Context: an optimization exercise on an open-source flow, tuned for small area, a short achievable clock period and few clock cycles. The choices shown serve that exercise and are no tape-out recipe.
Function was checked by simulation only, so behaviour that the tests miss may differ from the original.
No activity file was given, so power comes from the tool's default toggle rates.

==> flow/design.v <==
module tinyqv_decoder #(parameter REG_ADDR_BITS=4) (
    input [31:0] instr,
    output reg [31:0] imm,
    output reg is_load,
    output reg is_alu_imm,
    output reg is_auipc,
    output reg is_store,
    output reg is_alu_reg,
    output reg is_lui,
    output reg is_branch,
    output reg is_jalr,
    output reg is_jal,
    output reg is_ret,
    output reg is_system,
    output [2:1] instr_len,
    output reg [3:0] alu_op,   
    output reg [2:0] mem_op,       
    output reg [REG_ADDR_BITS-1:0] rs1,
    output reg [REG_ADDR_BITS-1:0] rs2,
    output reg [REG_ADDR_BITS-1:0] rd,
    output reg [2:0] additional_mem_ops,
    output reg       mem_op_increment_reg
);
    wire [31:0] Uimm = {    instr[31],   instr[30:12], {12{1'b0}}};
    wire [31:0] Iimm = {{21{instr[31]}}, instr[30:20]};
    wire [31:0] Simm = {{21{instr[31]}}, instr[30:25],instr[11:7]};
    wire [31:0] Bimm = {{20{instr[31]}}, instr[7],instr[30:25],instr[11:8],1'b0};
    wire [31:0] Jimm = {{12{instr[31]}}, instr[19:12],instr[20],instr[30:21],1'b0};
    wire [31:0] CLWSPimm     = {24'b0, instr[3:2], instr[12], instr[6:4], 2'b00};
    wire [31:0] CSWSPimm     = {24'b0, instr[8:7], instr[12:9], 2'b00};
    wire [31:0] CLSWimm      = {25'b0, instr[5], instr[12:10], instr[6], 2'b00};   
    wire [31:0] CLSHimm      = {30'b0, instr[5], 1'b0};   
    wire [31:0] CLSBimm      = {30'b0, instr[5], instr[6]};   
    wire [31:0] CJimm        = {{21{instr[12]}}, instr[8], instr[10:9], instr[6], instr[7], instr[2], instr[11], instr[5:3], 1'b0};
    wire [31:0] CBimm        = {{24{instr[12]}}, instr[6:5], instr[2], instr[11:10], instr[4:3], 1'b0};
    wire [31:0] CALUimm      = {{27{instr[12]}}, instr[6:2]};           
    wire [31:0] CLUIimm      = {{15{instr[12]}}, instr[6:2], 12'b0};
    wire [31:0] CADDI16SPimm = {{23{instr[12]}}, instr[4:3], instr[5], instr[2], instr[6], 4'b0};
    wire [31:0] CADDI4SPimm  = {22'b0, instr[10:7], instr[12:11], instr[5], instr[6], 2'b0};
    wire [31:0] CSCXTimm     = {{23{instr[12]}}, instr[9:7], instr[10], instr[11], 4'b0};
    always @(*) begin
        additional_mem_ops = 3'b000;
        mem_op_increment_reg = 1;
        is_ret = 0;
        if (instr[1:0] == 2'b11) begin
            is_load    =  (instr[6:2] == 5'b00000);  
            is_alu_imm =  (instr[6:2] == 5'b00100);  
            is_auipc   =  (instr[6:2] == 5'b00101);  
            is_store   =  (instr[6:2] == 5'b01000);  
            is_alu_reg =  (instr[6:2] == 5'b01100);  
            is_lui     =  (instr[6:2] == 5'b01101);  
            is_branch  =  (instr[6:2] == 5'b11000);  
            is_jalr    =  (instr[6:2] == 5'b11001);  
            is_jal     =  (instr[6:2] == 5'b11011);  
            is_system  =  (instr[6:2] == 5'b11100);  
            if (is_auipc || is_lui) imm = Uimm;
            else if (is_store) imm = Simm;
            else if (is_branch) imm = Bimm;
            else if (is_jal) imm = Jimm;
            else imm = Iimm;
            if (is_load || is_auipc || is_store || is_jalr || is_jal) alu_op = 4'b0000;   
            else if (is_branch) alu_op = {1'b0, !instr[14], instr[14:13]};
            else if (instr[26] && is_alu_reg) alu_op = {1'b1, instr[27:26], instr[13]};   
            else alu_op = {instr[30] && (instr[5] || instr[13:12] == 2'b01),instr[14:12]};
            mem_op = instr[14:12];
            if ((is_load || is_store) && instr[13:12] == 2'b11) begin
                mem_op = 3'b010;
                additional_mem_ops = {1'b0, instr[14], 1'b1};
            end
            if (is_store && instr[14:12] == 3'b110) begin
                mem_op = 3'b010;
                additional_mem_ops = {1'b0, instr[14], 1'b1};
                mem_op_increment_reg = 0;
            end
            rs1 = instr[15+:REG_ADDR_BITS];
            rs2 = instr[20+:REG_ADDR_BITS];
            rd  = instr[ 7+:REG_ADDR_BITS];
        end else begin
            is_load    = 0;
            is_alu_imm = 0;
            is_auipc   = 0;
            is_store   = 0;
            is_alu_reg = 0;
            is_lui     = 0;
            is_branch  = 0;
            is_jalr    = 0;
            is_jal     = 0;
            is_system  = 0;
            imm = {32{1'bx}};
            alu_op = 4'b0000;
            mem_op = 3'bxxx;
            rs1 = {REG_ADDR_BITS{1'bx}};
            rs2 = {REG_ADDR_BITS{1'bx}};
            rd = {REG_ADDR_BITS{1'bx}};
            case ({instr[1:0], instr[15:13]})
                5'b00000: begin  
                    is_alu_imm = 1;
                    imm = CADDI4SPimm;
                    rs1 = 4'd2;
                    rd  = {1'b1, instr[4:2]};
                end
                5'b00010: begin  
                    is_load = 1;
                    mem_op = 3'b010;
                    imm = CLSWimm;
                    rs1 = {1'b1, instr[9:7]};
                    rd  = {1'b1, instr[4:2]};
                end 
                5'b00100: begin  
                    imm = instr[10] ? CLSHimm : CLSBimm;
                    rs1 = {1'b1, instr[9:7]};
                    if (instr[11]) begin
                        is_store = 1;
                        mem_op = {2'b00, instr[10]};
                        rs2 = {1'b1, instr[4:2]};
                    end else begin
                        is_load = 1;
                        mem_op = {~(instr[10] & instr[6]), 1'b0, instr[10]};
                        rd = {1'b1, instr[4:2]};
                    end
                end
                5'b00110: begin  
                    is_store = 1;
                    mem_op = 3'b010;
                    imm = CLSWimm;
                    rs1 = {1'b1, instr[9:7]};
                    rs2 = {1'b1, instr[4:2]};
                end
                5'b00111: begin  
                    is_store = 1;     
                    mem_op = 3'b010;
                    imm = CSCXTimm;
                    rs1 = 4'd3;
                    rs2 = {instr[5], 3'b001};
                    additional_mem_ops = instr[4:2];
                end
                5'b01000: begin  
                    is_alu_imm = 1;
                    imm = CALUimm;
                    rs1 = instr[10:7];
                    rd  = instr[10:7];
                end
                5'b01001: begin  
                    is_jal = 1;
                    imm = CJimm;
                    rd  = 4'd1;
                end
                5'b01010: begin  
                    is_alu_imm = 1;
                    imm = CALUimm;
                    rs1 = 4'd0;
                    rd  = instr[10:7];
                end
                5'b01011: begin  
                    rd  = instr[10:7];
                    if (instr[10:7] == 4'd2) begin
                        is_alu_imm = 1;
                        imm = CADDI16SPimm;
                        rs1 = 4'd2;
                    end else begin
                        is_lui = 1;
                        imm = CLUIimm;
                    end
                end
                5'b01100: begin  
                    rs1 = {1'b1, instr[9:7]};
                    rs2 = {1'b1, instr[4:2]};
                    rd  = {1'b1, instr[9:7]};
                    imm = CALUimm;
                    if (instr[11:10] != 2'b11) begin
                        is_alu_imm = 1;
                        if (instr[11] == 1'b0) begin  
                            alu_op = {instr[10], 3'b101};
                        end else begin
                            alu_op = 4'b0111;
                        end
                    end else if (instr[12]) begin
                        is_alu_imm = 1;
                        case (instr[4:2])
                            3'b101: begin   
                                    alu_op = 4'b0100;  
                                    imm = 32'hffffffff;
                            end
                            default: begin  
                                    alu_op = 4'b0111;  
                                    imm = {16'h0000, {8{instr[3]}}, 8'hff};
                            end
                        endcase
                    end else begin
                        is_alu_reg = 1;
                        case (instr[6:5])
                            2'b00: alu_op = 4'b1000;   
                            2'b01: alu_op = 4'b0100;   
                            2'b10: alu_op = 4'b0110;   
                            2'b11: alu_op = 4'b0111;   
                        endcase
                    end
                end
                5'b01101: begin  
                    is_jal = 1;
                    imm = CJimm;
                    rd  = 4'd0;
                end                
                5'b01110: begin  
                    is_branch = 1;
                    imm = CBimm;
                    rs1 = {1'b1, instr[9:7]};
                    rs2 = 4'd0;
                    alu_op = 4'b0100;
                    mem_op = 3'b000;
                end    
                5'b01111: begin  
                    is_branch = 1;
                    imm = CBimm;
                    rs1 = {1'b1, instr[9:7]};
                    rs2 = 4'd0;
                    alu_op = 4'b0100;
                    mem_op = 3'b001;
                end
                5'b10000: begin  
                    is_alu_imm = 1;
                    imm = CALUimm;
                    rs1 = instr[10:7];
                    rd  = instr[10:7];
                    alu_op = 4'b0001;
                end
                5'b10001: begin  
                    is_load = 1;      
                    mem_op = 3'b010;
                    imm = CADDI16SPimm;
                    rs1 = 4'd3;
                    rd  = {instr[10], 3'b001};
                    additional_mem_ops = instr[9:7];
                end
                5'b10010: begin  
                    is_load = 1;
                    mem_op = 3'b010;
                    imm = CLWSPimm;
                    rs1 = 4'd2;
                    rd  = instr[10:7];
                end
                5'b10011: begin  
                    is_load = 1;
                    mem_op = 3'b010;
                    imm = CLWSPimm;
                    rs1 = 4'd4;
                    rd  = instr[10:7];
                end
                5'b10100: begin 
                    if (instr[6:2] == 0) begin
                        if (instr[11:7] == 0) begin   
                            is_system = 1;
                            imm = 1;
                        end else begin  
                            if (instr[10:7] == 4'd1 && !instr[12]) is_ret = 1;
                            is_jalr = 1;
                            imm = 0;
                            rs1 = instr[10:7];
                            rd = {3'b000, instr[12]};
                        end
                    end else begin   
                        is_alu_reg = 1;
                        rs1 = instr[12] ? instr[10:7] : 4'd0;
                        rs2 = instr[5:2];
                        rd  = instr[10:7];
                    end
                end
                5'b10101: begin  
                    is_alu_reg = 1;
                    alu_op = 4'b1010;
                    rs1 = instr[10:7];
                    rs2 = instr[5:2];
                    rd  = instr[10:7];                    
                end
                5'b10110: begin  
                    is_store = 1;
                    mem_op = 3'b010;
                    imm = CSWSPimm;
                    rs1 = 4'd2;
                    rs2 = instr[5:2];
                end
                5'b10111: begin  
                    is_store = 1;
                    mem_op = 3'b010;
                    imm = CSWSPimm;
                    rs1 = 4'd4;
                    rs2 = instr[5:2];
                end
                default: begin
                    is_system = 1;
                    imm = 32'd2;
                end
            endcase
        end
    end
    assign instr_len = (instr[1:0] == 2'b11) ? 2'b10 : 2'b01;
endmodule
module tinyqv_cpu #(parameter NUM_REGS=16, parameter REG_ADDR_BITS=4) (
    input clk,
    input rstn,
    output [23:1] instr_addr,
    output        instr_fetch_restart,
    output        instr_fetch_stall,
    input         instr_fetch_started,
    input         instr_fetch_stopped,
    input  [15:0] instr_data_in,
    input         instr_ready,
    input  [15:0] interrupt_req,
    output reg [27:0] data_addr,
    output reg [1:0]  data_write_n,  
    output reg [1:0]  data_read_n,   
    output            data_read_complete,
    output reg [31:0] data_out,
    output reg    data_continue,
    input         data_ready,   
    input  [31:0] data_in,
    input         time_pulse,
    output        debug_instr_complete,
    output        debug_instr_valid,
    output        debug_interrupt_pending,
    output        debug_branch,
    output        debug_early_branch,
    output        debug_ret,
    output        debug_reg_wen,
    output        debug_counter_0,
    output [3:0] debug_rd
);
    localparam CB = 6;                   
    localparam NE = 1 << (CB - 2);       
    localparam LB = 4;                   
    localparam NL = 1 << (CB - LB);      
    localparam LIM = 8;                  
    reg  [15:0] cache_e [0:NE-1];        
    reg  [15:0] cache_o [0:NE-1];        
    reg  [2*NE-1:0] cache_v;             
    reg  [14:CB] cache_tag [0:NL-1];     
    reg  [23:1] pc_d;                    
    reg  [31:0] ibuf;                    
    reg         ibuf_valid;
    wire [31:0] imm_de;
    wire is_load_de, is_alu_imm_de, is_auipc_de, is_store_de, is_alu_reg_de, is_lui_de;
    wire is_branch_de, is_jalr_de, is_jal_de, is_ret_de, is_system_de;
    wire [2:1] instr_len_de;
    wire [3:0] alu_op_de;
    wire [2:0] mem_op_de;
    wire [3:0] rs1_de, rs2_de, rd_de;
    wire [2:0] additional_mem_ops_de;
    wire mem_op_increment_reg_de;
    tinyqv_decoder i_decoder(
        .instr(ibuf),
        .imm(imm_de),
        .is_load(is_load_de),
        .is_alu_imm(is_alu_imm_de),
        .is_auipc(is_auipc_de),
        .is_store(is_store_de),
        .is_alu_reg(is_alu_reg_de),
        .is_lui(is_lui_de),
        .is_branch(is_branch_de),
        .is_jalr(is_jalr_de),
        .is_jal(is_jal_de),
        .is_ret(is_ret_de),
        .is_system(is_system_de),
        .instr_len(instr_len_de),
        .alu_op(alu_op_de),
        .mem_op(mem_op_de),
        .rs1(rs1_de),
        .rs2(rs2_de),
        .rd(rd_de),
        .additional_mem_ops(additional_mem_ops_de),
        .mem_op_increment_reg(mem_op_increment_reg_de)
    );
    wire accept;                         
    wire [23:1] target_de = pc_d + imm_de[23:1];
    wire predict_de = is_jal_de || (is_branch_de && imm_de[31]);
    wire redirect;                       
    wire [23:1] redirect_target;
    wire [23:1] pc_next  = pc_d + {21'd0, instr_len_de};
    wire [CB-1:1] h_d   = pc_d[CB-1:1];
    wire [14:CB]  tag_d = pc_d[14:CB];
    wire [14:CB]  tag_d1 = tag_d + 1'b1;
    wire [1:0]    step  = ibuf_valid ? instr_len_de : 2'd0;
    wire [CB-1:0] hf0   = {1'b0, h_d} + {{(CB-2){1'b0}}, step};
    wire [CB-1:0] hf1   = {1'b0, h_d} + {{(CB-2){1'b0}}, step} + 1'b1;
    wire [14:CB]  tag_f0 = hf0[CB-1] ? tag_d1 : tag_d;
    wire [14:CB]  tag_f1 = hf1[CB-1] ? tag_d1 : tag_d;
    wire [CB-1:2] idx_o = hf0[CB-2:1];
    wire [CB-1:2] idx_e = hf1[CB-2:1];
    wire          swap  = hf0[0];
    wire [15:0] hw_e = cache_e[idx_e];
    wire [15:0] hw_o = cache_o[idx_o];
    wire [31:0] instr_f = swap ? {hw_e, hw_o} : {hw_o, hw_e};
    wire hit0 = cache_v[hf0[CB-2:0]] && cache_tag[hf0[CB-2:LB-1]] == tag_f0;
    wire hit1 = cache_v[hf1[CB-2:0]] && cache_tag[hf1[CB-2:LB-1]] == tag_f1;
    wire [CB-1:0] hd1    = {1'b0, h_d} + 1'b1;
    wire [14:CB]  tag_dd1 = hd1[CB-1] ? tag_d1 : tag_d;
    wire hit0_d = cache_v[h_d] && cache_tag[h_d[CB-1:LB]] == tag_d;
    wire hit1_d = cache_v[hd1[CB-2:0]] && cache_tag[hd1[CB-2:LB-1]] == tag_dd1;
    wire [23:1] pc_d2 = pc_d + 23'd1;
    wire valid_f = hit0 && (instr_f[1:0] != 2'b11 || hit1);
    always @(posedge clk) begin
        if (!rstn) begin
            pc_d <= 23'd0;
            ibuf_valid <= 1'b0;
        end else begin
            if (redirect)    pc_d <= redirect_target;
            else if (accept) pc_d <= predict_de ? target_de : pc_next;
            if (redirect || (accept && predict_de)) ibuf_valid <= 1'b0;
            else if (accept || !ibuf_valid)         ibuf_valid <= valid_f;
        end
    end
    always @(posedge clk)
        if (accept || !ibuf_valid) ibuf <= instr_f;
    localparam F_IDLE = 2'd0;    
    localparam F_REQ  = 2'd1;    
    localparam F_RUN  = 2'd2;    
    reg [1:0]  fstate;
    reg [23:1] stream_addr;
    wire [15:0] hw_d = pc_d[1] ? cache_o[pc_d[CB-1:2]] : cache_e[pc_d[CB-1:2]];
    wire fetch_miss = !ibuf_valid && !(hit0_d && (hw_d[1:0] != 2'b11 || hit1_d));
    wire [23:1] miss_addr = hit0_d ? pc_d2 : pc_d;
    wire [14:1] stream_ahead = stream_addr[14:1] - pc_d[14:1];
    always @(posedge clk) begin
        if (!rstn) begin
            fstate <= F_IDLE;
        end else begin
            case (fstate)
                F_IDLE: if (fetch_miss) begin
                            fstate <= F_REQ;
                            stream_addr <= miss_addr;
                        end
                F_REQ:  if (instr_fetch_started) fstate <= F_RUN;
                default: begin
                    if (fetch_miss && stream_addr != miss_addr) begin
                        fstate <= F_REQ;
                        stream_addr <= miss_addr;
                    end else if (instr_fetch_stopped) begin
                        fstate <= F_IDLE;
                    end else if (instr_ready) begin
                        stream_addr <= stream_addr + 23'd1;
                    end
                end
            endcase
        end
    end
    wire cache_write = fstate == F_RUN && instr_ready;
    always @(posedge clk) begin
        if (cache_write) begin
            if (stream_addr[1]) cache_o[stream_addr[CB-1:2]] <= instr_data_in;
            else                cache_e[stream_addr[CB-1:2]] <= instr_data_in;
        end
    end
    always @(posedge clk) begin
        if (!rstn) begin
            cache_v <= {(2*NE){1'b0}};
        end else if (cache_write) begin
            if (cache_tag[stream_addr[CB-1:LB]] != stream_addr[14:CB]) begin
                cache_tag[stream_addr[CB-1:LB]] <= stream_addr[14:CB];
                cache_v[{stream_addr[CB-1:LB], {(LB-1){1'b0}}} +: (1 << (LB-1))] <= {{((1 << (LB-1))-1){1'b0}}, 1'b1} << stream_addr[LB-1:1];
            end else begin
                cache_v[stream_addr[CB-1:1]] <= 1'b1;
            end
        end
    end
    assign instr_addr = stream_addr;
    assign instr_fetch_restart = fstate == F_REQ;
    assign instr_fetch_stall = fstate == F_RUN && stream_ahead >= LIM;
    reg        e_valid;
    reg is_load, is_store, is_alu, is_lui, is_branch, is_jalr, is_jal, is_mul, is_czero, e_sub;
    reg [3:0] alu_op;
    reg [2:0] mem_op;
    reg [3:0] rs2, rd;
    reg [2:0] additional_mem_ops;
    reg       mem_op_increment_reg;
    reg [31:0] a;                
    reg [31:0] b;                
    reg [31:0] r2;               
    reg [23:1] target;           
    reg        e_predict;
    localparam X_EXEC = 3'd0;    
    localparam X_MEM  = 3'd1;    
    localparam X_WB   = 3'd2;    
    localparam X_NEXT = 3'd3;    
    localparam X_MUL  = 3'd4;    
    reg [2:0]  xstate;
    reg [3:0]  mul_count;        
    reg [31:0] regs [0:15];
    reg        wr_en;
    reg [31:0] wr_data;
    wire       wr_reg = wr_en && rd != 4'd0 && rd != 4'd3 && rd != 4'd4;
    genvar i;
    generate
        for (i = 1; i < 16; i = i + 1) begin : gen_regs
            if (i != 3 && i != 4) begin : gen_reg
                always @(posedge clk)
                    if (wr_reg && rd == i) regs[i] <= wr_data;
            end
        end
    endgenerate
    function [31:0] read_reg(input [3:0] r);
        case (r)
            4'd0: read_reg = 32'd0;
            4'd3: read_reg = 32'h01000400;   
            4'd4: read_reg = 32'h08000000;   
            default: read_reg = regs[r];
        endcase
    endfunction
    wire [3:0]  rb = xstate == X_NEXT ? rs2 : rs2_de;
    wire [31:0] rf_a = (wr_reg && rd == rs1_de) ? wr_data : read_reg(rs1_de);
    wire [31:0] rf_b = (wr_reg && rd == rb) ? wr_data : read_reg(rb);
    wire is_mul_de = (is_alu_imm_de || is_alu_reg_de) && alu_op_de[3:1] == 3'b101;
    always @(posedge clk) begin
        if (accept) begin
            is_load <= is_load_de;
            is_store <= is_store_de;
            is_alu <= is_alu_imm_de || is_alu_reg_de || is_auipc_de;
            is_lui <= is_lui_de;
            is_branch <= is_branch_de;
            is_jalr <= is_jalr_de;
            is_jal <= is_jal_de;
            is_mul <= is_mul_de;
            is_czero <= is_alu_reg_de && alu_op_de[3:1] == 3'b111;
            e_sub <= (alu_op_de[1] || alu_op_de[3]) && !is_mul_de && !is_auipc_de;
            alu_op <= is_auipc_de ? 4'b0000 : alu_op_de;
            mem_op <= mem_op_de;
            rs2 <= rs2_de;
            rd <= rd_de;
            additional_mem_ops <= additional_mem_ops_de;
            mem_op_increment_reg <= mem_op_increment_reg_de;
            a <= is_auipc_de ? {8'h00, pc_d, 1'b0} : rf_a;
            b <= (is_alu_reg_de || is_branch_de) ? rf_b : imm_de;
            r2 <= rf_b;
            target <= predict_de ? pc_next : target_de;
            e_predict <= predict_de;
        end else if (xstate == X_MUL && mul_count != 4'd0) begin
            a <= {sum[30:0], 1'b0};
            b <= r2[15] ? data_out : 32'd0;
            r2 <= {r2[30:0], 1'b0};
        end else if (e_valid && xstate == X_EXEC && is_mul) begin
            a <= 32'd0;
            b <= r2[15] ? a : 32'd0;
            r2 <= {r2[30:0], 1'b0};
        end else if (xstate == X_MEM && data_ready) begin
            b <= data_in;
        end else if (xstate == X_WB && additional_mem_ops != 3'b000) begin
            additional_mem_ops <= additional_mem_ops - 3'd1;
            rd <= rd + 4'd1;
            rs2 <= rs2 + {3'd0, mem_op_increment_reg};
        end
    end
    wire [32:0] sum = {1'b0, a} + {1'b0, b ^ {32{e_sub}}} + {32'd0, e_sub};
    wire eq  = a == b;
    wire ltu = !sum[32];
    wire lt  = (a[31] != b[31]) ? a[31] : sum[31];
    wire cmp = alu_op[0] ? ltu : alu_op[1] ? lt : eq;
    function [31:0] reverse(input [31:0] x);
        integer k;
        for (k = 0; k < 32; k = k + 1) reverse[k] = x[31-k];
    endfunction
    wire        shift_left = !alu_op[2];
    wire [31:0] shift_in = shift_left ? reverse(a) : a;
    wire        shift_fill = alu_op[3] && alu_op[2] && a[31];
    wire [63:0] shift_ext = {{32{shift_fill}}, shift_in} >> b[4:0];
    wire [31:0] shift_out = shift_left ? reverse(shift_ext[31:0]) : shift_ext[31:0];
    reg [31:0] alu_out;
    always @(*) begin
        if (is_czero)
            alu_out = ((r2 == 32'd0) ^ alu_op[0]) ? 32'd0 : a;
        else case (alu_op[2:0])
            3'b000:  alu_out = sum[31:0];
            3'b010,
            3'b011:  alu_out = {31'd0, cmp};
            3'b100:  alu_out = a ^ b;
            3'b110:  alu_out = a | b;
            3'b111:  alu_out = a & b;
            default: alu_out = shift_out;
        endcase
    end
    wire in_exec = e_valid && xstate == X_EXEC;
    wire in_mul = xstate == X_MUL;
    wire is_mem_op = is_load || is_store;
    assign redirect = in_exec && (is_jalr || (is_branch && (cmp ^ mem_op[0] ^ e_predict)));
    assign redirect_target = is_jalr ? sum[23:1] : target;
    wire exec_done = (in_exec && !is_mem_op && !is_mul) ||
                     (xstate == X_WB && additional_mem_ops == 3'b000) ||
                     (in_mul && mul_count == 4'd0);
    assign accept = (!e_valid || exec_done) && ibuf_valid;
    wire [31:0] load_ext = mem_op[1] ? b :
                           mem_op[0] ? {{16{!mem_op[2] && b[15]}}, b[15:0]} :
                                       {{24{!mem_op[2] && b[7]}}, b[7:0]};
    always @(*) begin
        wr_en = 1'b0;
        wr_data = alu_out;
        if (in_exec) begin
            if (is_alu) begin
                wr_en = !is_mul;
            end else if (is_lui) begin
                wr_en = 1'b1;
                wr_data = b;
            end else if (is_jal || is_jalr) begin
                wr_en = 1'b1;
                wr_data = {8'h00, is_jal ? target : pc_d, 1'b0};
            end
        end else if (xstate == X_WB) begin
            wr_en = is_load;
            wr_data = load_ext;
        end else if (in_mul) begin
            wr_en = mul_count == 4'd0;
            wr_data = sum[31:0];
        end
    end
    always @(posedge clk) begin
        if (!rstn) begin
            e_valid <= 1'b0;
            xstate <= X_EXEC;
            data_read_n <= 2'b11;
            data_write_n <= 2'b11;
            data_continue <= 1'b0;
        end else begin
            if (redirect)       e_valid <= 1'b0;
            else if (accept)    e_valid <= 1'b1;
            else if (exec_done) e_valid <= 1'b0;
            case (xstate)
                X_EXEC: if (e_valid) begin
                    if (is_mem_op) begin
                        data_addr <= sum[27:0];
                        data_read_n <= is_load ? mem_op[1:0] : 2'b11;
                        data_write_n <= is_store ? mem_op[1:0] : 2'b11;
                        data_out <= r2;
                        data_continue <= additional_mem_ops != 3'b000;
                        xstate <= X_MEM;
                    end else if (is_mul) begin
                        data_out <= a;
                        mul_count <= 4'd15;
                        xstate <= X_MUL;
                    end
                end
                X_MEM: if (data_ready) begin
                    data_read_n <= 2'b11;
                    data_write_n <= 2'b11;
                    xstate <= X_WB;
                end
                X_WB: begin
                    if (additional_mem_ops != 3'b000) begin
                        data_addr[3:2] <= data_addr[3:2] + 2'd1;
                        xstate <= X_NEXT;
                    end else begin
                        xstate <= X_EXEC;
                    end
                end
                X_NEXT: begin
                    data_read_n <= is_load ? mem_op[1:0] : 2'b11;
                    data_write_n <= is_store ? mem_op[1:0] : 2'b11;
                    data_out <= rf_b;
                    data_continue <= additional_mem_ops != 3'b000;
                    xstate <= X_MEM;
                end
                default: begin
                    mul_count <= mul_count - 4'd1;
                    if (mul_count == 4'd0) xstate <= X_EXEC;
                end
            endcase
        end
    end
    assign data_read_complete = 1'b0;
    assign debug_instr_complete = exec_done;
    assign debug_instr_valid = e_valid;
    assign debug_interrupt_pending = 1'b0;
    assign debug_branch = redirect;
    assign debug_early_branch = 1'b0;
    assign debug_ret = 1'b0;
    assign debug_reg_wen = wr_en;
    assign debug_counter_0 = 1'b0;
    assign debug_rd = wr_data[3:0];
    wire _unused = &{interrupt_req, time_pulse, is_ret_de, is_system_de, 1'b0};
endmodule
module qspi_controller (
    input clk,
    input rstn,
    input      [3:0] spi_data_in,
    output reg [3:0] spi_data_out,
    output reg [3:0] spi_data_oe,
    output           spi_clk_out,
    output reg       spi_flash_select,
    output reg       spi_ram_a_select,
    output reg       spi_ram_b_select,
    input [24:0] addr_in,
    input  [7:0] data_in,
    input        start_read,
    input        start_write,
    input        stall_txn,
    input        stop_txn,
    output [7:0] data_out,
    output reg   data_req,
    output reg   data_ready,
    output       busy
);
    localparam ADDR_BITS = 24;
    localparam DATA_WIDTH_BITS = 8;   
    localparam FSM_IDLE = 0;
    localparam FSM_CMD  = 1;
    localparam FSM_ADDR = 2;
    localparam FSM_DUMMY1 = 3;
    localparam FSM_DUMMY2 = 4;
    localparam FSM_DATA = 5;
    localparam FSM_STALLED = 6;
    localparam FSM_STALL_RECOVER = 7;
    reg [2:0] fsm_state;
    reg       is_writing;
    reg [ADDR_BITS-1:0]       addr;
    reg [DATA_WIDTH_BITS-1:0] data;
    reg [2:0] nibbles_remaining;
    wire [1:0] delay_cycles_cfg = 2'b01;   
    reg       spi_clk_pos;
    reg [3:0] spi_in_buffer;
    assign data_out = data;
    assign busy = fsm_state != FSM_IDLE;
    reg stop_txn_reg;
    wire stop_txn_now = stop_txn_reg || (stop_txn && (!is_writing || spi_clk_pos));
    always @(posedge clk) begin
        if (!rstn) 
            stop_txn_reg <= 0;
        else
            stop_txn_reg <= stop_txn && !stop_txn_now;
    end
    reg [1:0] read_cycles_count;
    reg last_ram_a_sel;
    reg last_ram_b_sel;
    wire ram_a_block = (last_ram_a_sel == 0) && addr_in[24:23] == 2'b10;
    wire ram_b_block = (last_ram_b_sel == 0) && addr_in[24:23] == 2'b11;
/*verilator lint_off WIDTH*/
    always @(posedge clk) begin
        if (!rstn || stop_txn_now) begin
            fsm_state <= FSM_IDLE;
            is_writing <= 0;
            nibbles_remaining <= 0;
            data_ready <= 0;
            spi_clk_pos <= 0;
            spi_data_oe <= 4'b0000;
            spi_flash_select <= 1;
            spi_ram_a_select <= 1;
            spi_ram_b_select <= 1;
            data_req <= 0;
            read_cycles_count <= 0;
        end else begin
            data_ready <= 0;
            data_req <= 0;
            if (fsm_state == FSM_IDLE) begin
                if ((start_read || start_write) && !ram_a_block && !ram_b_block) begin
                    fsm_state <= addr_in[24] ? FSM_CMD : FSM_ADDR;
                    is_writing <= !start_read && addr_in[24];   
                    nibbles_remaining <= addr_in[24] ? 2-1 : 6-1;
                    spi_data_oe <= 4'b1111;
                    spi_clk_pos <= 0;
                    spi_flash_select <= addr_in[24];
                    spi_ram_a_select <= addr_in[24:23] != 2'b10;
                    spi_ram_b_select <= addr_in[24:23] != 2'b11;
                end
            end else begin
                if (read_cycles_count == 0) read_cycles_count <= 2'b01;
                else read_cycles_count <= read_cycles_count - 2'b01;
                if (fsm_state == FSM_STALLED) begin
                    spi_clk_pos <= 0;
                    if (!stall_txn && !read_cycles_count[1]) begin
                        data_ready <= !is_writing;
                        if (is_writing) begin
                            fsm_state <= FSM_DATA;
                            read_cycles_count <= 2'b00;
                        end else begin
                            fsm_state <= (delay_cycles_cfg[1] == 0) ? FSM_DATA : FSM_STALL_RECOVER;
                            read_cycles_count <= {1'b0, delay_cycles_cfg[0]};
                        end
                    end
                end else begin
                    spi_clk_pos <= !spi_clk_pos;
                    if (((fsm_state == FSM_DATA && !is_writing) || fsm_state == FSM_STALL_RECOVER) ? (read_cycles_count == 0) : spi_clk_pos) begin
                        if (nibbles_remaining == 0) begin
                            if (fsm_state == FSM_DATA || fsm_state == FSM_STALL_RECOVER) begin
                                data_ready <= !is_writing && !stall_txn;
                                nibbles_remaining <= (DATA_WIDTH_BITS >> 2)-1;
                                if (stall_txn) begin
                                    fsm_state <= FSM_STALLED;
                                    read_cycles_count <= delay_cycles_cfg | 2'b01;
                                end else begin
                                    fsm_state <= FSM_DATA;
                                end
                            end else begin
                                fsm_state <= fsm_state + 1;
                                if (fsm_state == FSM_CMD) begin
                                    nibbles_remaining <= (ADDR_BITS >> 2)-1;
                                end
                                else if (fsm_state == FSM_ADDR) begin
                                    if (is_writing) begin
                                        fsm_state <= FSM_DATA;
                                        nibbles_remaining <= (DATA_WIDTH_BITS >> 2)-1;
                                    end else if (spi_flash_select) begin
                                        fsm_state <= FSM_DUMMY2;
                                        spi_data_oe <= 4'b0000;
                                        nibbles_remaining <= 4-1;
                                    end else begin
                                        nibbles_remaining <= 2-1;
                                    end
                                end
                                else if (fsm_state == FSM_DUMMY1) begin
                                    spi_data_oe <= 4'b0000;
                                    nibbles_remaining <= 4-1;
                                end
                                else if (fsm_state == FSM_DUMMY2) begin
                                    nibbles_remaining <= (DATA_WIDTH_BITS >> 2)-1;
                                    read_cycles_count <= delay_cycles_cfg;
                                end
                            end
                        end else begin
                            if (fsm_state == FSM_STALL_RECOVER) fsm_state <= FSM_DATA;
                            nibbles_remaining <= nibbles_remaining - 1;
                        end
                    end else begin
                        data_req <= is_writing && (fsm_state == FSM_DATA) && nibbles_remaining == 0;
                    end
                end
            end
        end
    end
/*verilator lint_on WIDTH*/
    always @(posedge clk) begin
        if (fsm_state == FSM_IDLE && (start_read || start_write)) begin
            addr <= addr_in[23:0];
        end else if (fsm_state == FSM_ADDR && spi_clk_pos) begin
            addr <= {addr[ADDR_BITS-5:0], 4'b0000};
        end
    end
    always @(posedge clk) begin
        if (is_writing) begin
            if (fsm_state == FSM_STALLED) begin
                data <= data_in;
            end else if (spi_clk_pos) begin
                if (nibbles_remaining == 0) begin
                    data <= data_in;
                end else if (fsm_state == FSM_DATA) begin
                    data <= {data[DATA_WIDTH_BITS-5:0], spi_data_in};
                end
            end
        end else if (read_cycles_count == 0 && fsm_state == FSM_DATA) begin
            data <= {data[DATA_WIDTH_BITS-5:0], spi_data_in};
        end else if (read_cycles_count == 0 && fsm_state == FSM_STALL_RECOVER) begin
            data <= {data[DATA_WIDTH_BITS-5:0], spi_in_buffer};
        end else if (read_cycles_count == 2'b10 && fsm_state == FSM_STALLED) begin
            spi_in_buffer <= spi_data_in;
        end
    end
    always @(*) begin
        case (fsm_state)
            FSM_CMD: begin  
                if (is_writing) begin
                    if (nibbles_remaining[0])
                        spi_data_out = 4'b0000;
                    else
                        spi_data_out = 4'b0010;
                end else begin
                    if (nibbles_remaining[0])
                        spi_data_out = 4'b0000;
                    else
                        spi_data_out = 4'b1011;
                end
            end
            FSM_ADDR:   spi_data_out = addr[ADDR_BITS-1:ADDR_BITS-4];
            FSM_DUMMY1: spi_data_out = 4'b1010;
            FSM_DATA:   spi_data_out = is_writing ? data[DATA_WIDTH_BITS-1:DATA_WIDTH_BITS-4] : 4'b1111;
            default:    spi_data_out = 4'b1010;
        endcase
    end
    always @(posedge clk) begin
        if (!rstn) begin
            last_ram_a_sel <= 1;
            last_ram_b_sel <= 1;
        end else begin
            last_ram_a_sel <= spi_ram_a_select;
            last_ram_b_sel <= spi_ram_b_select;
        end
    end
    assign spi_clk_out = spi_clk_pos;
endmodule
module tinyqv_mem_ctrl (
    input clk,
    input rstn,
    input [23:1] instr_addr,
    input        instr_fetch_restart,
    input        instr_fetch_stall,
    output reg     instr_fetch_started,
    output reg     instr_fetch_stopped,
    output  [15:0] instr_data,
    output         instr_ready,
    input [24:0] data_addr,
    input [1:0]  data_write_n,  
    input [1:0]  data_read_n,   
    input [31:0] data_to_write,
    input        data_continue,  
    output         data_ready,   
    output  [31:0] data_from_read,
    input      [3:0] spi_data_in,
    output     [3:0] spi_data_out,
    output     [3:0] spi_data_oe,
    output           spi_clk_out,
    output           spi_flash_select,
    output           spi_ram_a_select,
    output           spi_ram_b_select,
    output        debug_stall_txn,
    output        debug_stop_txn
);
    reg start_instr;
    reg start_read;
    reg start_write;
    reg stop_txn;
    reg continue_txn;
    reg [1:0] data_txn_n;
    reg [1:0] data_txn_len;
    reg qspi_write_done;
    wire qspi_busy;
    reg instr_active;
    wire is_instr = instr_active || start_instr;
    wire [1:0] txn_len = is_instr ? 2'b01 : data_txn_len;
    wire [24:0] addr_in = is_instr ? {1'b0, instr_addr, 1'b0} : data_addr[24:0];
    reg [31:0] qspi_data_buf;
    reg [1:0] qspi_data_byte_idx;
    wire qspi_data_req;
    wire qspi_data_ready;
    wire [7:0] qspi_data_out;
    wire stall_txn = instr_active && instr_fetch_stall && !instr_ready && qspi_data_byte_idx == 2'b01;
    reg data_stall;
    always @(*) begin
        start_instr = 0;
        start_read = 0;
        start_write = 0;
        stop_txn = 0;
        data_txn_n = data_write_n & data_read_n;
        if (qspi_busy || qspi_write_done) begin
            if (instr_active) begin
                if (instr_fetch_restart && (!instr_fetch_started || stall_txn)) begin
                    stop_txn = 1;
                end else if ((qspi_data_ready && qspi_data_byte_idx == 2'b01) || instr_fetch_stall) begin
                    if (data_txn_n != 2'b11) begin
                        stop_txn = 1;
                    end
                end
            end else if ((qspi_data_ready || qspi_data_req) && qspi_data_byte_idx == data_txn_len && !continue_txn) begin
                stop_txn = 1;
            end
        end else begin
            if (data_read_n != 2'b11)
                start_read = 1;
            else if (data_write_n != 2'b11)
                start_write = 1;
            else if (instr_fetch_restart)
                start_instr = 1;
        end
    end
    always @(posedge clk) begin
        if (!rstn || stop_txn) begin
            instr_active <= 0;
        end else begin
            instr_active <= qspi_busy ? instr_active : start_instr;
        end
    end
    wire [1:0] write_qspi_data_byte_idx = qspi_data_byte_idx + (qspi_data_req ? 2'b01 : 2'b00);
    qspi_controller q_ctrl(
        .clk(clk),
        .rstn(rstn),
        .spi_data_in(spi_data_in),
        .spi_data_out(spi_data_out),
        .spi_data_oe(spi_data_oe),
        .spi_clk_out(spi_clk_out),
        .spi_flash_select(spi_flash_select),
        .spi_ram_a_select(spi_ram_a_select),
        .spi_ram_b_select(spi_ram_b_select),
        .addr_in(addr_in),
        .data_in(qspi_data_buf[{write_qspi_data_byte_idx,3'b000} +:8]),
        .start_read(start_read || start_instr),
        .start_write(start_write),
        .stall_txn(stall_txn || data_stall),
        .stop_txn(stop_txn),
        .data_out(qspi_data_out),
        .data_req(qspi_data_req),
        .data_ready(qspi_data_ready),
        .busy(qspi_busy)
    );
    always @(posedge clk) begin
        if (!rstn) begin
            instr_fetch_started <= 1'b0;
            instr_fetch_stopped <= 1'b0;
        end else begin
            instr_fetch_started <= start_instr;
            instr_fetch_stopped <= stop_txn;
        end
    end
    always @(posedge clk) begin
        if (!rstn || start_instr || start_read || start_write) begin
            qspi_data_byte_idx <= 2'b00;
        end else begin
            if (qspi_data_ready || qspi_data_req) begin
                qspi_data_byte_idx <= qspi_data_byte_idx + 2'b01;
                if (qspi_data_byte_idx == txn_len) begin
                    qspi_data_byte_idx <= 0;
                end
            end
        end
    end
    always @(posedge clk) begin
        if (qspi_data_ready) begin
            qspi_data_buf[{qspi_data_byte_idx,3'b000} +:8] <= qspi_data_out;
        end else if (data_write_n != 2'b11 && (data_stall || start_write)) begin
            qspi_data_buf <= data_to_write;
        end
    end
    assign instr_data = {qspi_data_out, qspi_data_buf[7:0]};
    assign instr_ready = instr_active && qspi_data_ready && qspi_data_byte_idx == 2'b01;
    always @(posedge clk) begin
        qspi_write_done <= qspi_data_req && qspi_data_byte_idx == data_txn_len;
    end
    always @(posedge clk) begin
        if (!rstn)
            data_txn_len <= 2'b11;
        else if (start_read || start_write) begin
            data_txn_len <= {data_txn_n[1], data_txn_n[1] | data_txn_n[0]};   
        end
    end
    always @(posedge clk) begin
        if (!rstn) begin
            continue_txn <= 0;
        end else begin
            if (continue_txn) begin
                if ((qspi_data_req && qspi_data_byte_idx + 2'b01 == data_txn_len) ||
                    (qspi_data_ready && qspi_data_byte_idx == data_txn_len))
                begin
                    data_stall <= 1;
                end else if (data_stall && qspi_data_byte_idx == 2'b00 && ((data_read_n != 2'b11 && !data_ready) || data_write_n != 2'b11)) begin
                    data_stall <= 0;
                    continue_txn <= data_continue;
                end
            end else begin
                data_stall <= 0;
                if (start_write || start_read) begin
                    continue_txn <= data_continue;
                end
            end
        end
    end
    assign data_ready = !instr_active && ((qspi_data_ready && qspi_data_byte_idx == data_txn_len) || (data_write_n != 2'b11 && ((data_stall && qspi_data_byte_idx == 2'b00) || start_write)));
    assign data_from_read = data_ready ? ({qspi_data_out, qspi_data_buf[23:16],
        data_txn_len == 2'b01 ? qspi_data_out : qspi_data_buf[15:8],
        data_txn_len == 2'b00 ? qspi_data_out : qspi_data_buf[7:0]}) : qspi_data_buf;
    assign debug_stall_txn = stall_txn;
    assign debug_stop_txn = stop_txn;
endmodule
`default_nettype none
module tinyQV (
    input clk,
    input rstn,
    output [27:0] data_addr,
    output  [1:0] data_write_n,  
    output  [1:0] data_read_n,   
    output        data_read_complete,
    output [31:0] data_out,    
    input         data_ready,   
    input  [31:0] data_in,
    input  [15:0] interrupt_req,
    input         time_pulse,
    input   [3:0] spi_data_in,
    output  [3:0] spi_data_out,
    output  [3:0] spi_data_oe,
    output        spi_clk_out,
    output        spi_flash_select,
    output        spi_ram_a_select,
    output        spi_ram_b_select,
    output        debug_instr_complete,
    output        debug_instr_ready,
    output        debug_instr_valid,
    output        debug_fetch_restart,
    output        debug_data_ready,
    output        debug_interrupt_pending,
    output        debug_branch,
    output        debug_early_branch,
    output        debug_ret,
    output        debug_reg_wen,
    output        debug_counter_0,
    output        debug_data_continue,
    output        debug_stall_txn,
    output        debug_stop_txn,
    output  [3:0] debug_rd
);
  wire [23:1] instr_addr;
  wire        instr_fetch_restart;
  wire        instr_fetch_stall;
  wire        instr_fetch_started;
  wire        instr_fetch_stopped;
  wire [15:0] instr_data;
  wire        instr_ready;
  wire [27:0] qv_data_addr;
  wire  [1:0] qv_data_write_n;
  wire  [1:0] qv_data_read_n;
  wire        qv_data_read_complete;
  wire [31:0] qv_data_to_write;
  wire        qv_data_ready;
  wire [31:0] qv_data_from_read;
  wire        qv_data_continue;
  wire  [1:0] mem_data_write_n;
  wire  [1:0] mem_data_read_n;
  wire        mem_data_ready;
  wire [31:0] mem_data_from_read;
  wire is_mem = qv_data_addr[27:25] == 0;
  assign qv_data_ready = is_mem ? mem_data_ready : data_ready;
  assign qv_data_from_read = is_mem ? mem_data_from_read : data_in;
  assign mem_data_write_n = is_mem ? qv_data_write_n : 2'b11;
  assign mem_data_read_n =  is_mem ? qv_data_read_n  : 2'b11;
  assign data_addr = qv_data_addr;
  assign data_write_n =       !is_mem ? qv_data_write_n       : 2'b11;
  assign data_read_n =        !is_mem ? qv_data_read_n        : 2'b11;
  assign data_read_complete = !is_mem ? qv_data_read_complete : 0;
  assign data_out = qv_data_to_write;
  reg rst_reg_n;
  always @(posedge clk) rst_reg_n <= rstn;
  tinyqv_cpu cpu(
        .clk(clk),
        .rstn(rst_reg_n),
        .instr_addr(instr_addr),
        .instr_fetch_restart(instr_fetch_restart),
        .instr_fetch_stall(instr_fetch_stall),
        .instr_fetch_started(instr_fetch_started),
        .instr_fetch_stopped(instr_fetch_stopped),
        .instr_data_in(instr_data),
        .instr_ready(instr_ready),
        .interrupt_req(interrupt_req),
        .data_addr(qv_data_addr),
        .data_write_n(qv_data_write_n),
        .data_read_n(qv_data_read_n),
        .data_read_complete(qv_data_read_complete),
        .data_out(qv_data_to_write),
        .data_continue(qv_data_continue),
        .data_ready(qv_data_ready),
        .data_in(qv_data_from_read),
        .time_pulse(time_pulse),
        .debug_instr_complete(debug_instr_complete),
        .debug_instr_valid(debug_instr_valid),
        .debug_interrupt_pending(debug_interrupt_pending),
        .debug_branch(debug_branch),
        .debug_early_branch(debug_early_branch),
        .debug_ret(debug_ret),
        .debug_reg_wen(debug_reg_wen),
        .debug_counter_0(debug_counter_0),
        .debug_rd(debug_rd)
    );
  tinyqv_mem_ctrl mem(
        .clk(clk),
        .rstn(rstn),
        .instr_addr(instr_addr),
        .instr_fetch_restart(instr_fetch_restart),
        .instr_fetch_stall(instr_fetch_stall),
        .instr_fetch_started(instr_fetch_started),
        .instr_fetch_stopped(instr_fetch_stopped),
        .instr_data(instr_data),
        .instr_ready(instr_ready),
        .data_addr(qv_data_addr[24:0]),
        .data_write_n(mem_data_write_n),
        .data_read_n(mem_data_read_n),
        .data_to_write(qv_data_to_write),
        .data_continue(qv_data_continue),
        .data_ready(mem_data_ready),
        .data_from_read(mem_data_from_read),
        .spi_data_in(spi_data_in),
        .spi_data_out(spi_data_out),
        .spi_data_oe(spi_data_oe),
        .spi_flash_select(spi_flash_select),
        .spi_ram_a_select(spi_ram_a_select),
        .spi_ram_b_select(spi_ram_b_select),
        .spi_clk_out(spi_clk_out),
        .debug_stall_txn(debug_stall_txn),
        .debug_stop_txn(debug_stop_txn)
    );
    assign debug_instr_ready = instr_ready;
    assign debug_fetch_restart = instr_fetch_restart;
    assign debug_data_ready = qv_data_ready;
    assign debug_data_continue = qv_data_continue;
endmodule
`default_nettype none
module tinyqv_top (
    input         clk,
    input         rst_n,
    output [27:0] data_addr,
    output  [1:0] data_write_n,
    output  [1:0] data_read_n,
    output [31:0] data_out,
    input         data_ready,
    input  [31:0] data_in,
    input   [3:0] spi_data_in,
    output  [3:0] spi_data_out,
    output  [3:0] spi_data_oe,
    output        spi_clk_out,
    output        spi_flash_select,
    output        spi_ram_a_select,
    output        spi_ram_b_select
);
    wire        data_read_complete;
    wire [15:0] debug_unused;
    wire  [3:0] debug_rd;
    tinyQV i_tinyqv (
        .clk(clk),
        .rstn(rst_n),
        .data_addr(data_addr),
        .data_write_n(data_write_n),
        .data_read_n(data_read_n),
        .data_read_complete(data_read_complete),
        .data_out(data_out),
        .data_ready(data_ready),
        .data_in(data_in),
        .interrupt_req(16'd0),
        .time_pulse(1'b0),
        .spi_data_in(spi_data_in),
        .spi_data_out(spi_data_out),
        .spi_data_oe(spi_data_oe),
        .spi_clk_out(spi_clk_out),
        .spi_flash_select(spi_flash_select),
        .spi_ram_a_select(spi_ram_a_select),
        .spi_ram_b_select(spi_ram_b_select),
        .debug_instr_complete(debug_unused[0]),
        .debug_instr_ready(debug_unused[1]),
        .debug_instr_valid(debug_unused[2]),
        .debug_fetch_restart(debug_unused[3]),
        .debug_data_ready(debug_unused[4]),
        .debug_interrupt_pending(debug_unused[5]),
        .debug_branch(debug_unused[6]),
        .debug_early_branch(debug_unused[7]),
        .debug_ret(debug_unused[8]),
        .debug_reg_wen(debug_unused[9]),
        .debug_counter_0(debug_unused[10]),
        .debug_data_continue(debug_unused[11]),
        .debug_stall_txn(debug_unused[12]),
        .debug_stop_txn(debug_unused[13]),
        .debug_rd(debug_rd)
    );
    assign debug_unused[15:14] = 2'b00;
    wire _unused = &{data_read_complete, debug_unused, debug_rd, 1'b0};
endmodule
==> flow/run.sh <==
#!/bin/bash
# synth_recipe.tcl (not shown) runs the flow's synth.tcl, then flattens the netlist and writes it again
# the make line also repeats each setting of config.mk as NAME=value (left out here)
make -C /OpenROAD-flow-scripts/flow DESIGN_CONFIG=/design/flow/config.mk WORK_HOME=/design/flow/orfs CLKGATE_MAP_FILE= SYNTH_SCRIPT=/design/flow/synth_recipe.tcl finish
==> flow/config.mk <==
export PLATFORM = sky130hd
export DESIGN_NAME = tinyqv_top
export DESIGN_NICKNAME = tinyqv_top
export VERILOG_FILES = /design/flow/design.v
export SDC_FILE = /design/flow/constraint.sdc
export NUM_CORES = 4
export LEC_CHECK = 0
export CAP_MARGIN = 20
export CORE_MARGIN = 2
export CORE_UTILIZATION = 40
export CTS_CLUSTER_DIAMETER = 60
export CTS_CLUSTER_SIZE = 25
export SLEW_MARGIN = 20
==> flow/constraint.sdc <==
create_clock -name core_clock -period 15.0 [get_ports {clk}]
set_input_delay 3.0000 -clock core_clock [delete_from_list [all_inputs] [get_ports {clk}]]
set_output_delay 3.0000 -clock core_clock [all_outputs]
set_load 0.01 [all_outputs]
==> results of run 1 <==
layer usage:
metal / vias to the layer above / GRT usage (%) / share of wire [%]
li1: 27815 / - / -
met3: 1166 / 9.753 / 13
met4: 14 / 19.67 / 7.2
met1: 33784 / 44.39 / 37
met5: - / 0 / 0.027
met2: 5518 / 48.35 / 42
synth_stat cells, drive strengths merged (33+ instances only):
cell type and number:
nor4 43, xnor2 181, a21o 40, a21oi 576, nand2b 44, a31oi 88, xor2 70, mux4 301
clkbuf 390, o22ai 43, a221o 37, edfxtp 1301, a221oi 152, nor2 627, o31ai 33, mux2i 146
nand2 725, a222oi 45, nand3 134, dfxtp 102, ha 176, nor3 143, a22oi 167, and3 86
a22o 82, nand4 47, o21a 49, buf 159, and2 39, o211ai 42, nor2b 37, inv 181
a211oi 74, mux2 72, o21ai 383
how the worst min path moves through the flow:
stage / to / slack, ps / cells past startpoint
after floorplan: i_tinyqv.mem.q_ctrl.stop_txn_reg / 390 / 1
after global routing: i_tinyqv.mem.q_ctrl.stop_txn_reg / 430 / 1
final: i_tinyqv.mem.q_ctrl.stop_txn_reg / 420 / 1
after global placement: i_tinyqv.mem.q_ctrl.stop_txn_reg / 400 / 1
after detailed placement: i_tinyqv.mem.q_ctrl.stop_txn_reg / 400 / 1
after CTS: i_tinyqv.mem.q_ctrl.stop_txn_reg / 410 / 1
cell families after synthesis:
family	count (synthesis)	share of synthesized area [%]
flip-flops	1403	51.11
AND/OR/NAND/NOR	2034	11.38
AO/OA/AOI/OAI	2050	16.98
XOR/XNOR	255	2.845
buffers and inverters	741	3.592
multiplexers	519	11.25
adder cells (fa/ha/maj)	180	2.837
critical path: stages (launching register included):
cell	delay (ps)
sky130_fd_sc_hd__edfxtp_1	330
sky130_fd_sc_hd__buf_4	410
sky130_fd_sc_hd__nand2b_1	560
sky130_fd_sc_hd__o22ai_1	220
sky130_fd_sc_hd__a222oi_1	810
sky130_fd_sc_hd__o21a_1	610
sky130_fd_sc_hd__nand3_1	640
sky130_fd_sc_hd__nor2_2	540
sky130_fd_sc_hd__buf_4	480
sky130_fd_sc_hd__a222oi_1	200
sky130_fd_sc_hd__nand2_1	80
sky130_fd_sc_hd__nor2_1	80
sky130_fd_sc_hd__o21ai_0	90
sky130_fd_sc_hd__a211oi_1	270
sky130_fd_sc_hd__o31ai_1	1000
power breakdown:
group	internal (mW)	switching [mW]
sequential	4.35	0.0857
clock	1.60	1.80
combinational	0.251	0.504
layout make-up:
cell class | count | area (um^2)
flip-flops and latches | 1403 | 41110
well taps | 2656 | 3323
fillers | 18531 | 109800
diodes | 19 | 47.55
inverters | 192 | 723.2
clock inverters | 97 | 1340
clock buffers | 122 | 2947
multi-input cells | 5038 | 37060
repair buffers | 420 | 3470
stage by stage:
| step | power [mW] | cell area [um^2] | worst slack (ps) |
|---|---|---|---|
| global placement | 5.236 | 85600 | 8814 |
| CTS | 8.601 | 89960 | 8691 |
| finish | 8.596 | 90020 | 8223 |
| floorplan | 4.930 | 80430 | 9944 |
| global route | 8.808 | 89980 | 8340 |
| detailed placement | 5.248 | 85670 | 8804 |
==> impl_results.html, run 1 <==
<table>
<tr><th>Metric</th><th>Value</th></tr>
<tr><th colspan="2">Clock tree</th></tr>
<tr><td>Number of H-tree levels</td><td>3</td></tr>
<tr><td>Clock tree from TritonCTS</td><td>yes</td></tr>
<tr><td>Cts hold-fix bufs</td><td>0</td></tr>
<tr><td>Clock tree root driver cell</td><td>sky130_fd_sc_hd__clkbuf_16</td></tr>
<tr><td>Clock-pin slew on the worst setup and hold paths</td><td>90 ps</td></tr>
<tr><td>Clock Sink Count</td><td>1403</td></tr>
<tr><td>Post-CTS setup buffer count</td><td>0</td></tr>
<tr><td>Bufs on Longest Clock Path</td><td>3</td></tr>
<tr><td>Clock latency at the later pin of the worst-skew pair</td><td>840 ps</td></tr>
<tr><td>Post-cts sizing count</td><td>0</td></tr>
<tr><td>CTS buffer count</td><td>116</td></tr>
<tr><th colspan="2">Timing</th></tr>
<tr><td>Final Max Tran Viols</td><td>0</td></tr>
<tr><td>Worst max-slew margin expressed relative to the limit</td><td>11.95%</td></tr>
<tr><td>RSZ-0062 raised after global routing</td><td>no</td></tr>
<tr><td>Crit share post-route</td><td>45.18%</td></tr>
<tr><td>Number of failing setup endpoints in the final timing report</td><td>0</td></tr>
<tr><td>Final hold vios</td><td>0</td></tr>
<tr><td>Minimum period implied by the final worst setup slack</td><td>6777 ps</td></tr>
<tr><td>Sum Neg Setup Slack</td><td>0 ps</td></tr>
<tr><td>Clock skew</td><td>80.94 ps</td></tr>
<tr><td>Highest Clock Rate</td><td>147.6 MHz</td></tr>
<tr><td>Hold WS</td><td>416.2 ps</td></tr>
<tr><td>Transition time at the pin with the least slew margin</td><td>1310 ps</td></tr>
<tr><th colspan="2">Layout</th></tr>
<tr><td>Most frequent standard cell in the layout excluding fill and tap cells</td><td>sky130_fd_sc_hd__edfxtp_1</td></tr>
<tr><td>Fraction of final layout cells with drive strength greater than 1</td><td>14.37%</td></tr>
<tr><td>Area growth from synthesis to final layout</td><td>11.93%</td></tr>
<tr><td>Most frequent cells in the layout</td><td>sky130_fd_sc_hd__edfxtp_1, sky130_fd_sc_hd__nand2_1, sky130_fd_sc_hd__nor2_1</td></tr>
<tr><td>Final #Nets</td><td>7390</td></tr>
<tr><td>Number of flip-flops under the largest register name</td><td>416</td></tr>
<tr><td>Register with the most flip-flops</td><td>i_tinyqv.cpu.regs</td></tr>
<tr><td>Cell Count, Final, Fillers Out</td><td>9947</td></tr>
<tr><td>Final design utilization</td><td>45.04%</td></tr>
<tr><th colspan="2">Detailed routing</th></tr>
<tr><td>Number of vias per cell after detailed routing</td><td>6.866</td></tr>
<tr><td>Final antenna-violating net count</td><td>0</td></tr>
<tr><td>Drt total wl</td><td>353000 um</td></tr>
<tr><td>DR vias</td><td>68.30k</td></tr>
<tr><td>Residual DRC</td><td>0</td></tr>
<tr><td>Wire length per cell after detailed routing</td><td>35.49 um</td></tr>
<tr><td>Number of DRC violations after detailed-routing iteration 0</td><td>11.90k</td></tr>
<tr><td>Number of detailed-routing iterations run before antenna repair</td><td>10</td></tr>
<tr><th colspan="2">Critical path</th></tr>
<tr><td>Crit Reg-Reg Endpoint</td><td>i_tinyqv.cpu.a[10]</td></tr>
<tr><td>Data arrival at the endpoint of the critical path</td><td>7250 ps</td></tr>
<tr><td>Depth of the worst register-to-register path</td><td>14</td></tr>
<tr><td>Worst setup startpoint</td><td>i_tinyqv.cpu.ibuf[1]</td></tr>
<tr><td>Worst EP required</td><td>15470 ps</td></tr>
<tr><td>Worst reg2reg setup slack</td><td>8220 ps</td></tr>
<tr><td>Setup Crit Path Kind</td><td>reg -&gt; reg</td></tr>
<tr><td>End point of the critical path</td><td>i_tinyqv.cpu.a[10]</td></tr>
<tr><td>Startpoint of the most critical register-to-register path</td><td>i_tinyqv.cpu.ibuf[1]</td></tr>
<tr><td>Kind of start point of the critical path</td><td>flip-flop</td></tr>
<tr><td>CP max FO</td><td>46</td></tr>
<tr><td>Type of destination of the critical path</td><td>flip-flop</td></tr>
<tr><th colspan="2">Die</th></tr>
<tr><td># IOs</td><td>115</td></tr>
<tr><td>Floorplan Core Area</td><td>0.1999 mm^2</td></tr>
<tr><td>Die outline height</td><td>452.4 um</td></tr>
<tr><td>Starting utilization of the core area</td><td>40.24%</td></tr>
<tr><td>Number of placement rows</td><td>164</td></tr>
<tr><td>Die area</td><td>0.2047 mm^2</td></tr>
<tr><td>Die Wd</td><td>452.4 um</td></tr>
<tr><th colspan="2">Run status</th></tr>
<tr><td>Run status</td><td>no timing/DRC/antenna violations</td></tr>
<tr><th colspan="2">Power and ir drop</th></tr>
<tr><td>LEAKAGE</td><td>30.23 nW</td></tr>
<tr><td>Power per unit of standard cell area</td><td>95.48 mW/mm^2</td></tr>
<tr><td>Peak supply drop</td><td>112.5 uV</td></tr>
<tr><th colspan="2">Logic synthesis</th></tr>
<tr><td>Number of enable-type register cells in the synthesized netlist</td><td>1301</td></tr>
<tr><td>Register bit count reported by yosys</td><td>1403</td></tr>
<tr><td>Async SR Flop Fraction</td><td>0%</td></tr>
<tr><td>Distinct cell type count of the synthesized netlist</td><td>90</td></tr>
<tr><td>Ranking of synthesized cells by area</td><td>sky130_fd_sc_hd__edfxtp_1, sky130_fd_sc_hd__mux4_2, sky130_fd_sc_hd__a21oi_1</td></tr>
<tr><td>Avg Cell Area, Syn</td><td>11.20 um^2</td></tr>
<tr><td>Post-synthesis instance area</td><td>0.08043 mm^2</td></tr>
<tr><td>Cell count after synthesis</td><td>7182</td></tr>
<tr><td>Area leader, netlist</td><td>sky130_fd_sc_hd__edfxtp_1</td></tr>
<tr><td>Syn_nets</td><td>7401</td></tr>
<tr><td>Yosys top cell area share</td><td>48.57%</td></tr>
<tr><td>Most used flip-flop cell after synthesis</td><td>sky130_fd_sc_hd__edfxtp_1</td></tr>
<tr><td>Sequential element share of the synthesized area</td><td>51.11%</td></tr>
<tr><td>Number of warnings reported in the yosys synthesis log</td><td>102</td></tr>
<tr><th colspan="2">Placement</th></tr>
<tr><td>PortBufs</td><td>114</td></tr>
<tr><td>RD Place Congestion</td><td>1.058</td></tr>
<tr><td>Placed insts</td><td>9709</td></tr>
<tr><td>DPL Wire Length</td><td>244900 um</td></tr>
<tr><th colspan="2">Worst hold path</th></tr>
<tr><td>Classification of the worst-slack hold path</td><td>reg -&gt; reg</td></tr>
<tr><td>Origin of the worst min-delay path</td><td>i_tinyqv.mem.q_ctrl.stop_txn_reg</td></tr>
<tr><th colspan="2">Global routing</th></tr>
<tr><td>Total global-route track usage</td><td>33.40%</td></tr>
<tr><td>Pin count of the biggest net entering global routing</td><td>80</td></tr>
<tr><td>Number of antenna violations at the first check in global routing</td><td>24</td></tr>
<tr><td>Overflow left after global routing</td><td>0</td></tr>
<tr><td>Number of global-route vias before repair</td><td>63.33k</td></tr>
<tr><td>Wire length of the first global-routing pass</td><td>490300 um</td></tr>
<tr><th colspan="2">Flow run</th></tr>
<tr><td>Number of violations of the max-capacitance limit</td><td>0</td></tr>
</table>
Testbench counts, summed over its fixed seeds: cycles 547,246.
==> inputs of run 2 (changes only) <==
--- a/flow/config.mk
+++ b/flow/config.mk
@@ -5,6 +5,7 @@
 export SDC_FILE = /design/flow/constraint.sdc
 export NUM_CORES = 4
 export LEC_CHECK = 0
+export ABC_AREA = 1
 export CAP_MARGIN = 20
 export CORE_MARGIN = 2
 export CORE_UTILIZATION = 40
==> run 2 against run 1 <==
  * Core utilization is 0.63 points lower
  * Clock-buffer cell count increased by 6
  * Fmax rose by 13%
  * Synthesized cell count up 45%
  * Critical path depth up 5
  * Total power is 40% higher
  * Sequential power is 14% higher
  * Sequential share of layout area fell by 1.4 points
  * Clock skew is 2.0 ps higher
  * Flip-flop and latch count stayed put
==> impl_results.html, run 2 <==
<table>
<tr><th>Metric</th><th>Value</th></tr>
<tr><th colspan="2">Detailed routing</th></tr>
<tr><td>Number of vias per cell after detailed routing</td><td>6.123 (was 6.866)</td></tr>
<tr><td>Number of detailed-routing iterations run before antenna repair</td><td>7 (was 10)</td></tr>
<tr><td>Residual DRC</td><td>0 (unchanged)</td></tr>
<tr><td>Wire length per cell after detailed routing</td><td>29.32 um (was 35.49 um)</td></tr>
<tr><th colspan="2">Critical path</th></tr>
<tr><td>Type of destination of the critical path</td><td>flip-flop (unchanged)</td></tr>
<tr><td>Family with the most delay on the worst path</td><td>buffers and inverters (was compound AO/OA/AOI/OAI gates)</td></tr>
<tr><td>Combined buffer and inverter count along the critical path</td><td>7 (was 2)</td></tr>
<tr><td>Worst EP required</td><td>15570 ps (was 15470 ps)</td></tr>
<tr><td>Data arrival at the endpoint of the critical path</td><td>6560 ps (was 7250 ps)</td></tr>
<tr><td>Kind of start point of the critical path</td><td>flip-flop (unchanged)</td></tr>
<tr><td>Setup Crit Path Kind</td><td>reg -&gt; reg (unchanged)</td></tr>
<tr><th colspan="2">Logic synthesis</th></tr>
<tr><td>Post-synthesis instance area</td><td>0.08401 mm^2 (was 0.08043 mm^2)</td></tr>
<tr><td>Yosys top cell area share</td><td>46.50% (was 48.57%)</td></tr>
<tr><td>Area leader, netlist</td><td>sky130_fd_sc_hd__edfxtp_1 (unchanged)</td></tr>
<tr><td>Ranking of synthesized cells by area</td><td>sky130_fd_sc_hd__edfxtp_1, sky130_fd_sc_hd__nand2_1, sky130_fd_sc_hd__o21ai_0 (was sky130_fd_sc_hd__edfxtp_1, sky130_fd_sc_hd__mux4_2, sky130_fd_sc_hd__a21oi_1)</td></tr>
<tr><td>Most numerous cell in the Yosys netlist</td><td>sky130_fd_sc_hd__nand2_1 (was sky130_fd_sc_hd__edfxtp_1)</td></tr>
<tr><td>Async SR Flop Fraction</td><td>0% (unchanged)</td></tr>
<tr><td>List of most frequent post-synthesis cells</td><td>sky130_fd_sc_hd__nand2_1, sky130_fd_sc_hd__edfxtp_1, sky130_fd_sc_hd__inv_1 (was sky130_fd_sc_hd__edfxtp_1, sky130_fd_sc_hd__nand2_1, sky130_fd_sc_hd__nor2_1)</td></tr>
<tr><td>Number of enable-type register cells in the synthesized netlist</td><td>1301 (unchanged)</td></tr>
<tr><td>Number of warnings reported in the yosys synthesis log</td><td>102 (unchanged)</td></tr>
<tr><th colspan="2">Timing</th></tr>
<tr><td>Transition time at the pin with the least slew margin</td><td>1209 ps (was 1310 ps)</td></tr>
<tr><td>Highest Clock Rate</td><td>166.8 MHz (was 147.6 MHz)</td></tr>
<tr><td>Hold WS</td><td>478.0 ps (was 416.2 ps)</td></tr>
<tr><td>Number of failing setup endpoints in the final timing report</td><td>0 (unchanged)</td></tr>
<tr><td>Final Max Tran Viols</td><td>0 (unchanged)</td></tr>
<tr><td>Minimum period implied by the final worst setup slack</td><td>5996 ps (was 6777 ps)</td></tr>
<tr><td>Worst-case setup margin in the final layout</td><td>9004 ps (was 8223 ps)</td></tr>
<tr><td>RSZ-0062 raised after global routing</td><td>no (unchanged)</td></tr>
<tr><td>Worst max-slew margin expressed relative to the limit</td><td>18.83% (was 11.95%)</td></tr>
<tr><td>Crit share post-route</td><td>39.97% (was 45.18%)</td></tr>
<tr><th colspan="2">Clock tree</th></tr>
<tr><td>Clock-pin slew on the worst setup and hold paths</td><td>90 ps (about the same)</td></tr>
<tr><td>Number of H-tree levels</td><td>3 (unchanged)</td></tr>
<tr><td>Clock latency at the later pin of the worst-skew pair</td><td>850 ps (was 840 ps)</td></tr>
<tr><td>Clock tree from TritonCTS</td><td>yes (unchanged)</td></tr>
<tr><td>Cts hold-fix bufs</td><td>0 (unchanged)</td></tr>
<tr><th colspan="2">Power and ir drop</th></tr>
<tr><td>Peak supply drop</td><td>105.4 uV (was 112.5 uV)</td></tr>
<tr><td>LEAKAGE</td><td>36.37 nW (was 30.23 nW)</td></tr>
<tr><th colspan="2">Run status</th></tr>
<tr><td>Run status</td><td>no timing/DRC/antenna violations (unchanged)</td></tr>
<tr><th colspan="2">Layout</th></tr>
<tr><td>Most frequent cells in the layout</td><td>sky130_fd_sc_hd__nand2_1, sky130_fd_sc_hd__edfxtp_1, sky130_fd_sc_hd__inv_1 (was sky130_fd_sc_hd__edfxtp_1, sky130_fd_sc_hd__nand2_1, sky130_fd_sc_hd__nor2_1)</td></tr>
<tr><td>Number of flip-flops under the largest register name</td><td>416 (unchanged)</td></tr>
<tr><td>Final non-filler cell area</td><td>0.09289 mm^2 (was 0.09002 mm^2)</td></tr>
<tr><th colspan="2">Placement</th></tr>
<tr><td>PortBufs</td><td>114 (unchanged)</td></tr>
<tr><td>DPL Wire Length</td><td>272300 um (was 244900 um)</td></tr>
<tr><td>Area post-placement</td><td>0.08827 mm^2 (was 0.08567 mm^2)</td></tr>
<tr><th colspan="2">Global routing</th></tr>
<tr><td>Overflow left after global routing</td><td>0 (unchanged)</td></tr>
<tr><td>Wire length of the first global-routing pass</td><td>542600 um (was 490300 um)</td></tr>
<tr><td>Pin count of the biggest net entering global routing</td><td>103 (was 80)</td></tr>
<tr><th colspan="2">Die</th></tr>
<tr><td>Floorplan Core Area</td><td>0.2092 mm^2 (was 0.1999 mm^2)</td></tr>
<tr><th colspan="2">Worst hold path</th></tr>
<tr><td>Classification of the worst-slack hold path</td><td>reg -&gt; reg (unchanged)</td></tr>
</table>
[run 2: cell families after synthesis]
kind of cell	synth area share [%]
AOI/OAI and AO/OA	15.77
xor gates and xnor gates	1.759
adders and majority gates	2.716
buffers and inverters	7.250
DFF	48.93
muxes	0.1072
and+or+nand+nor	23.46
[run 2: final timing paths]
check / start / endpoint / slack (ps) / cells after the start
worst min-delay path: i_tinyqv.mem.q_ctrl.spi_ram_b_select / i_tinyqv.mem.q_ctrl.last_ram_b_sel / 480 / 2
worst max-delay path: i_tinyqv.cpu.ibuf[1] / i_tinyqv.cpu.ibuf[13] / 9000 / 19
worst max register to register: i_tinyqv.cpu.ibuf[1] / i_tinyqv.cpu.ibuf[13] / 9000 / 19
worst min register to register: i_tinyqv.mem.q_ctrl.spi_ram_b_select / i_tinyqv.mem.q_ctrl.last_ram_b_sel / 480 / 2
[run 2: final cells by class]
class                      instances  area [um^2]
fill                           20603       116300
clock buffer                     128         3075
tap                             2805         3510
sequential                      1403        41110
antenna                           13        32.53
inverter                         993         3731
clock inverter                   102         1420
timing repair buffer             327         2795
multi-input combinational       7434        37210
[run 2: routing by layer]
metal  share of wire [%]  routed length [um]  GRT usage [%]  vias up
met1                  39              152800          48.24    38608
met4                 5.9               23030          18.35       26
li1                    -                   -              -    35504
met5               0.081                 315         0.6561        -
met2                  41              157700          50.18     5708
met3                  14               53270          10.25     1006
[run 2: worst min-delay path, cell delays in order, from the launching register on]
cell and delay [ps]:
sky130_fd_sc_hd__dfxtp_1 340, sky130_fd_sc_hd__inv_1 60, sky130_fd_sc_hd__nand2_1 50
[run 2: power by group]
group	internal (mW)	total (mW)	switching, mW
registers	4.71	5.04	0.333
clock network	1.78	3.57	1.79
logic	0.768	3.42	2.66
total	7.26	12.0	4.78

==> separate check: timing with driven ports <==
How much do the figures lean on ideal ports? The routed layouts below were timed once more, with nothing changed but the port constraints.
Step 1 assumes that a clkbuf_16 drives the clock port and a buf_2 every other input.
Step 2 also shifts input and output timing later by t, the mid clock arrival at the registers, as if the neighbouring blocks saw the same clock.
a / b / c = ideal ports / drivers / drivers and shift; a / b = the first two.
run | t, ns | setup slack, ns | hold WS [ns] | worst setup path at the end | clock arrival spread, ns
run 1 | 0.879 | 8.223 / 8.223 / 8.223 | 0.416 / 0.416 / 0.416 | register to register | 0.084 / 0.084
run 2 | 0.894 | 9.004 / 9.004 / 9.004 | 0.478 / 0.478 / 0.478 | register to register | 0.086 / 0.086
After both steps every run listed still meets setup and hold.
